Background: an optimization exercise with open tools, aiming at small area, a short achievable clock period and few clock cycles per item. Do not read the settings as production practice.
The RTL was checked by simulation tests, not by an equivalence proof against the original design.
Power and IR drop assume default switching activity.

==> flow/design.v (excerpt) <==
module multiply_32 #(parameter N=32) (clk, reset, enable, multiplier, multiplicand, ready, product_upper, product_lower);
   input clk;
   input reset;
   input enable;
   input [N-1:0] multiplier;
   input [N-1:0] multiplicand;
   output reg ready;
   output [N-1:0] product_upper;
   output [N-1:0] product_lower;
   wire [31:0] a = multiplicand;
   wire [31:0] b = multiplier;
   wire pp_0_0 = ~(b[0] & a[0]);
   wire pp_0_1 = ~(b[0] & a[1]);
   wire pp_0_2 = ~(b[0] & a[2]);
   wire pp_0_3 = ~(b[0] & a[3]);
   wire pp_0_4 = ~(b[0] & a[4]);
   wire pp_0_5 = ~(b[0] & a[5]);
   wire pp_0_6 = ~(b[0] & a[6]);
   wire pp_0_7 = ~(b[0] & a[7]);
   wire pp_0_8 = ~(b[0] & a[8]);
   wire pp_0_9 = ~(b[0] & a[9]);
   wire pp_0_10 = ~(b[0] & a[10]);
   wire pp_0_11 = ~(b[0] & a[11]);
   wire pp_0_12 = ~(b[0] & a[12]);
   wire pp_0_13 = ~(b[0] & a[13]);
   wire pp_0_14 = ~(b[0] & a[14]);
   wire pp_0_15 = ~(b[0] & a[15]);
   wire pp_0_16 = ~(b[0] & a[16]);
   wire pp_0_17 = ~(b[0] & a[17]);
   wire pp_0_18 = ~(b[0] & a[18]);
   wire pp_0_19 = ~(b[0] & a[19]);
   wire pp_0_20 = ~(b[0] & a[20]);
   wire pp_0_21 = ~(b[0] & a[21]);
   wire pp_0_22 = ~(b[0] & a[22]);
   wire pp_0_23 = ~(b[0] & a[23]);
   wire pp_0_24 = ~(b[0] & a[24]);
   wire pp_0_25 = ~(b[0] & a[25]);
   wire pp_0_26 = ~(b[0] & a[26]);
   wire pp_0_27 = ~(b[0] & a[27]);
   wire pp_0_28 = ~(b[0] & a[28]);
   wire pp_0_29 = ~(b[0] & a[29]);
   wire pp_0_30 = ~(b[0] & a[30]);
   wire pp_0_31 = ~(b[0] & a[31]);
   wire pp_1_0 = ~(b[1] & a[0]);
   wire pp_1_1 = ~(b[1] & a[1]);
   wire pp_1_2 = ~(b[1] & a[2]);
   wire pp_1_3 = ~(b[1] & a[3]);
   wire pp_1_4 = ~(b[1] & a[4]);
   wire pp_1_5 = ~(b[1] & a[5]);
   wire pp_1_6 = ~(b[1] & a[6]);
   wire pp_1_7 = ~(b[1] & a[7]);
   wire pp_1_8 = ~(b[1] & a[8]);
   wire pp_1_9 = ~(b[1] & a[9]);
   wire pp_1_10 = ~(b[1] & a[10]);
   wire pp_1_11 = ~(b[1] & a[11]);
   wire pp_1_12 = ~(b[1] & a[12]);
   wire pp_1_13 = ~(b[1] & a[13]);
   wire pp_1_14 = ~(b[1] & a[14]);
  ...
==> flow/config.mk <==
export PLATFORM = sky130hd
export DESIGN_NAME = multiply_32
export DESIGN_NICKNAME = multiply_32
export VERILOG_FILES = /design/flow/design.v
export SDC_FILE = /design/flow/constraint.sdc
export NUM_CORES = 4
export LEC_CHECK = 0
export CAP_MARGIN = 20
export CORE_MARGIN = 2
export CORE_UTILIZATION = 40
export SLEW_MARGIN = 20
export SYNTH_HIERARCHICAL = 1
export SYNTH_MINIMUM_KEEP_SIZE = 0
==> flow/constraint.sdc <==
create_clock -name core_clock -period 14.0 [get_ports {clk}]
set_input_delay 2.8000 -clock core_clock [delete_from_list [all_inputs] [get_ports {clk}]]
set_output_delay 2.8000 -clock core_clock [all_outputs]
set_load 0.01 [all_outputs]
standard.sh (not shown) runs the stock make flow with config.mk's settings and CLKGATE_MAP_FILE= SYNTH_SCRIPT=/design/flow/synth_recipe.tcl, a recipe that flattens the netlist after the stock synthesis.
==> flow/flow/run.sh <==
#!/bin/bash
set -e
export DONT_BUFFER_PORTS=1
export PRE_GLOBAL_PLACE_TCL=$PWD/flow/io_buffers.tcl
bash standard.sh > standard.log 2>&1
==> flow/flow/io_buffers.tcl <==
buffer_ports -inputs -buffer_cell sky130_fd_sc_hd__buf_6
buffer_ports -outputs -buffer_cell sky130_fd_sc_hd__buf_2
Testbench counts at the start, summed over its fixed seeds: cycles 2,400, items 2,400.
Change:
==> flow/flow/run.sh (replaced) <==
#!/bin/bash
set -e
export BUFFER_PORTS_ARGS="-buffer_cell sky130_fd_sc_hd__buf_2"
export SKIP_BUFFER_REMOVAL=1
export SETUP_SLACK_MARGIN=7.5
bash standard.sh > standard.log 2>&1
Settings changed: CORE_UTILIZATION 40 to 60, CTS_BUF_LIST from default to sky130_fd_sc_hd__clkbuf_4 sky130_fd_sc_hd__clkbuf_8, PLACE_DENSITY from default to 0.7.
removed: flow/flow/io_buffers.tcl
After rerunning: Synthesized cell count is unchanged. Area after synthesis does not change. Worst setup slack improves by 0.49 ns. Global-route usage climbs by 13 points. Clock-buffer cell count is lower by 2. Final area goes up by 3.1%. Fmax increases by 7.4%.
Change:
==> flow/flow/run.sh (replaced) <==
#!/bin/bash
set -e
export BUFFER_PORTS_ARGS="-buffer_cell sky130_fd_sc_hd__buf_2"
export SKIP_BUFFER_REMOVAL=1
export SETUP_SLACK_MARGIN=8.5
bash standard.sh > standard.log 2>&1
Settings changed: CORE_UTILIZATION 60 to 40, CTS_BUF_LIST sky130_fd_sc_hd__clkbuf_4 sky130_fd_sc_hd__clkbuf_8 to default, PLACE_DENSITY 0.7 to default.
After rerunning: Design area is higher by 39%. Power is higher by 35%. Clock power is higher by 32%. Via count is higher by 21%.
Change:
==> flow/flow/run.sh (replaced) <==
#!/bin/bash
set -e
export DONT_BUFFER_PORTS=1
export PRE_GLOBAL_PLACE_TCL=$PWD/flow/io_buffers.tcl
export SETUP_SLACK_MARGIN=7.5
bash standard.sh > standard.log 2>&1
==> flow/flow/io_buffers.tcl (new file) <==
buffer_ports -inputs -buffer_cell sky130_fd_sc_hd__buf_6
buffer_ports -outputs -buffer_cell sky130_fd_sc_hd__buf_2
The new run passed the timing, DRC and antenna checks.
Sequential cell count does not change.
Final cell count is lower by 15%.
Via count shrinks by 22%.
Setup slack gains 0.21 ns.
Die area stays the same.
Routed wire length fell by 33%.
Count of clock-buffer cells in the layout stays the same.
Sequential power went down by about 4%.

==> port drivers added, routing unchanged <==
No port has a modelled driver above. Below, the same layouts with a new extraction and two added sets of constraints.
Step 1, drivers: a clkbuf_16 drives clk and a buf_2 each remaining input, both assumed.
Step 2 adds t to the input delays and takes it off the output delays; t is the mean of the earliest and latest rising clock arrival at the registers after step 1. Input paths then give back, and output paths get back, about the clock's delay inside the block.
a / b / c = ideal / step 1 / step 2; a / b = the first two.
| run | shift t [ns] | setup WS [ns] | slew at the worst register clock pin (ns) | worst slew at a driven data input, ns | max-slew violations | capacitance violations | cell pins on the clock port's net |
|---|---|---|---|---|---|---|---|
| the first run | 0.502 | 6.992 / 6.768 / 6.267 | 0.07 / 0.07 | 2.98 | 0 / 124 | 0 / 1 | 1 |
| the second run | 0.619 | 7.477 / 7.475 / 6.856 | 0.10 / 0.10 | 0.10 | 0 / 0 | 0 / 0 | 1 |
| the third run | 0.522 | 7.425 / 7.290 / 6.768 | 0.08 / 0.08 | 0.37 | 0 / 0 | 0 / 0 | 1 |
| the fourth run | 0.542 | 7.631 / 6.848 / 6.306 | 0.08 / 0.08 | 3.11 | 0 / 124 | 0 / 1 | 1 |
After both steps setup and hold are still met in every run listed. With drivers on, slew violations rise in the first run and the fourth run. With drivers on, capacitance violations rise in the first run and the fourth run. The setup slack of the fourth run, which loses most, moves by -0.783 ns with the drivers and by -1.325 ns with both steps.
